This is an optimization exercise on Yosys and OpenROAD, whose aim is small area, not a production implementation.
Only simulation tests tie the RTL to the original design; equivalence was not proved.

build 43:
// dct_1d
module dct_1d(
    input clk,
    input rst_n,
    input enable,
    input signed [9:0] x0, input signed [9:0] x1, input signed [9:0] x2, input signed [9:0] x3,
    input signed [9:0] x4, input signed [9:0] x5, input signed [9:0] x6, input signed [9:0] x7,
    output reg signed [10:0] y0, output reg signed [10:0] y1, output reg signed [10:0] y2, output reg signed [10:0] y3,
    output reg signed [10:0] y4, output reg signed [10:0] y5, output reg signed [10:0] y6, output reg signed [10:0] y7,
    output valid
);
reg [1:0] vp;
always @(posedge clk) if (!rst_n) vp <= 2'd0; else vp <= {vp[0:0], enable};
assign valid = vp[1];
wire a0, a1; ha_cell u_a0 (.a(x0[0]), .b(x7[0]), .s(a0), .co(a1));
wire a2, a3; fa_cell u_a2 (.a(x0[1]), .b(x7[1]), .c(a1), .s(a2), .co(a3));
wire a4, a5; fa_cell u_a4 (.a(x0[2]), .b(x7[2]), .c(a3), .s(a4), .co(a5));
wire a6 = x0[3] ^ x7[3];
wire a7 = x0[3] & x7[3];
wire a8 = x0[4] ^ x7[4];
wire a9 = x0[4] & x7[4];
wire a10 = x0[5] ^ x7[5];
wire a11 = x0[5] & x7[5];
wire a12 = x0[6] ^ x7[6];
wire a13 = x0[6] & x7[6];
wire a14 = x0[7] ^ x7[7];
wire a15 = x0[7] & x7[7];
wire a16 = x0[8] ^ x7[8];
wire a17 = x0[8] & x7[8];
wire a18 = x0[9] ^ x7[9];
wire a19 = x0[9] & x7[9];
wire a20 = x0[9] ^ x7[9];
wire a21 = x0[9] & x7[9];
wire a22 = a7 | (a6 & a5);
wire a23 = a11 | (a10 & a9);
wire a24 = a10 & a8;
wire a25 = a15 | (a14 & a13);
wire a26 = a14 & a12;
wire a27 = a19 | (a18 & a17);
wire a28 = a18 & a16;
wire a29 = a9 | (a8 & a22);
wire a30 = a23 | (a24 & a22);
wire a31 = a17 | (a16 & a25);
wire a32 = a16 & a26;
wire a33 = a27 | (a28 & a25);
wire a34 = a28 & a26;
wire a35 = a13 | (a12 & a30);
wire a36 = a25 | (a26 & a30);
wire a37 = a31 | (a32 & a30);
wire a38 = a33 | (a34 & a30);
wire a39 = a21 | (a20 & a38);
wire a40 = a6 ^ a5;
  ...
For scale: about 180 flip-flops, about 170 I/O pins.
export LEC_CHECK = 0
export ABC_AREA = 1
export CAP_MARGIN = 20
export CORE_MARGIN = 2
export CORE_UTILIZATION = 40
export SLEW_MARGIN = 20
export SYNTH_HIERARCHICAL = 1
create_clock -name core_clock -period 6.0 [get_ports {clk}]
run.sh (not shown) runs the stock make flow with config.mk's settings and CLKGATE_MAP_FILE= SYNTH_SCRIPT=/design/flow/synth_recipe.tcl, a recipe that flattens the netlist after the stock synthesis.
--- input diff build 43..build 79 ---
- a change of ABC_AREA from 1 to 0
- an added PLACE_DENSITY of 0.8
### Flow results
Status for build 79 and build 43: clean finish in build 43 only. Nothing crashed in build 79 and all stages finished; the problem is that the final layout failed, the offending checks being negative setup slack. Lower combined area of the multi-input logic cells among build 79 and build 43: build 43. Between build 79 and build 43, the total count of hold-check failures in the final report does not differ in any meaningful way. Compared with build 43, in build 79 sequential share of layout area went down 0.19 points; initial detailed-routing violation count increased 12%. When the final numbers for build 79 and build 43 were put side by side, the global-route track usage on met2 turned out to be smaller in build 43.
## Diff of input files: build 77 against build 79
- changing ABC_AREA from 0 to 1
- changing SLEW_MARGIN from 20 to 0
- changing CAP_MARGIN from 20 to 0
## What came out
- The buffer share of cell area number comes out higher for build 79 vs build 77.
- Going from build 79 to build 77, first-pass GRT wire length shrank slightly.
- The sole clean run among build 77 and build 79 is build 77.
- The layout from build 79, despite a flow that completed every stage, fails the layout checks, with the failing checks listed as negative setup slack.
- As of build 77, height of the chip had risen slightly compared to build 79.
- Summary of build 77 over build 79: total stage count of the critical path went down 10; gate count after technology mapping went up 434.
- Build 77 vs build 79: period utilization down in build 77
- Die size: build 77 exceeds build 79
- d3_r[1] as the start point of the critical path was reported by build 79, and d2_r[4] by build 77.
Changes in build 39 relative to build 77:
- PLACE_DENSITY: 0.8 -> unset
[summary]
- Build 77 completed end to end with timing, DRC and antenna clean.
- Build 39 ran to completion and came out clean on the timing, design-rule and antenna checks.
- Between build 39 and build 77, it is build 39 whose met3 demand-to-capacity share in global routing is lower, by 0.71 points.
- [build 39 vs build 77] maximum single-stage delay on the critical path: lower in build 39
- Comparing the two runs side by side, build 39 comes out ahead of build 77 on total wire length after detailed routing.
- Cmp build 39 and build 77 / global-route wire length before repair / higher: build 77
- Build 77 and build 39 ended up with roughly the same sequential cell area share.
- Taking build 77 as the reference point, the area added between synthesis and finish of build 39 rises by 0.61 points.
- Compared with build 77, in build 39 instance count on the critical path higher; global-route usage lower; number of antenna violations at the first check in global routing lower; post-route worst setup slack higher.
Here is what was changed in the inputs of build 66 compared with build 39.
- SLEW_MARGIN changed from 0 to 20
- CAP_MARGIN changed from 0 to 20
- CORE_UTILIZATION changed from 40 to 60
- PLACE_DENSITY newly set to 0.8
- [compare] base=build 39 new=build 66: final critical delay including setup and external delays up 0.022 ns, wire length up about 5%.
- sky130_fd_sc_hd__fa_1 as the highest-delay cell along the critical path was reported by build 39, and sky130_fd_sc_hd__dfxtp_1 by build 66.
- Any difference in fraction of standard cell area that is sequential between build 66 and build 39 is small enough to ignore.
- Diff build 39 -> build 66: xor and xnor fraction of the mapped netlist area held; total of plain and repair buffers excluding clock buffers rose by 14.

* * *

dct_1d again, from the RTL that the note above started with.
Settings: LEC_CHECK=0, ABC_AREA=1, CAP_MARGIN=20, CORE_MARGIN=2, CORE_UTILIZATION=40, PLACE_DENSITY=0.8, SLEW_MARGIN=20, SYNTH_HIERARCHICAL=1; clock period 6.0 ns.
==> next run, changes <==
--- a/flow/config.mk
+++ b/flow/config.mk
@@ -12 +12 @@
-export PLACE_DENSITY = 0.8
+export PLACE_DENSITY = 0.9
Effect: Final cell count increases slightly; die area stays the same; sequential cell count does not change; worst setup slack loses 0.079 ns; core utilization rose by 0.25 points; hold slack is better by 0.011 ns.

[re-timing with driven ports]
The flow's constraints put no driver on any port. The routed layouts listed below were extracted and timed again, unchanged, in two steps. Step 1 (the two cells are an assumption about what drives the block):
set clk [get_ports {clk}]
set_driving_cell -lib_cell sky130_fd_sc_hd__clkbuf_16 $clk
set_driving_cell -lib_cell sky130_fd_sc_hd__buf_2 [delete_from_list [all_inputs] $clk]
Step 2 moves the port delays by t, midway between the first and last clock arrival at a register: inputs arrive t later, outputs are due t later. That takes back most of the time a late clock gives input paths. a / b / c = ideal / step 1 / step 2; a / b = the first two.
| run | t, ns | slack for setup (ns) | clock arrival spread, ns |
|---|---|---|---|
| build 43 | 0.565 | 0.180 / 0.180 / -0.239 | 0.029 / 0.029 |
| build 79 | 0.574 | -0.281 / -0.281 / -0.281 | 0.038 / 0.038 |
| build 77 | 0.575 | 0.170 / 0.170 / -0.271 | 0.015 / 0.016 |
| build 39 | 0.565 | 0.180 / 0.180 / -0.239 | 0.029 / 0.029 |
| build 66 | 0.563 | 0.159 / 0.159 / -0.215 | 0.021 / 0.020 |
| the first run of note 2 | 0.575 | 0.170 / 0.170 / -0.271 | 0.015 / 0.016 |
| the second run of note 2 | 0.561 | 0.091 / 0.091 / -0.249 | 0.019 / 0.019 |
With both steps, setup timing fails in 6 of these runs, where it was met with ideal ports.
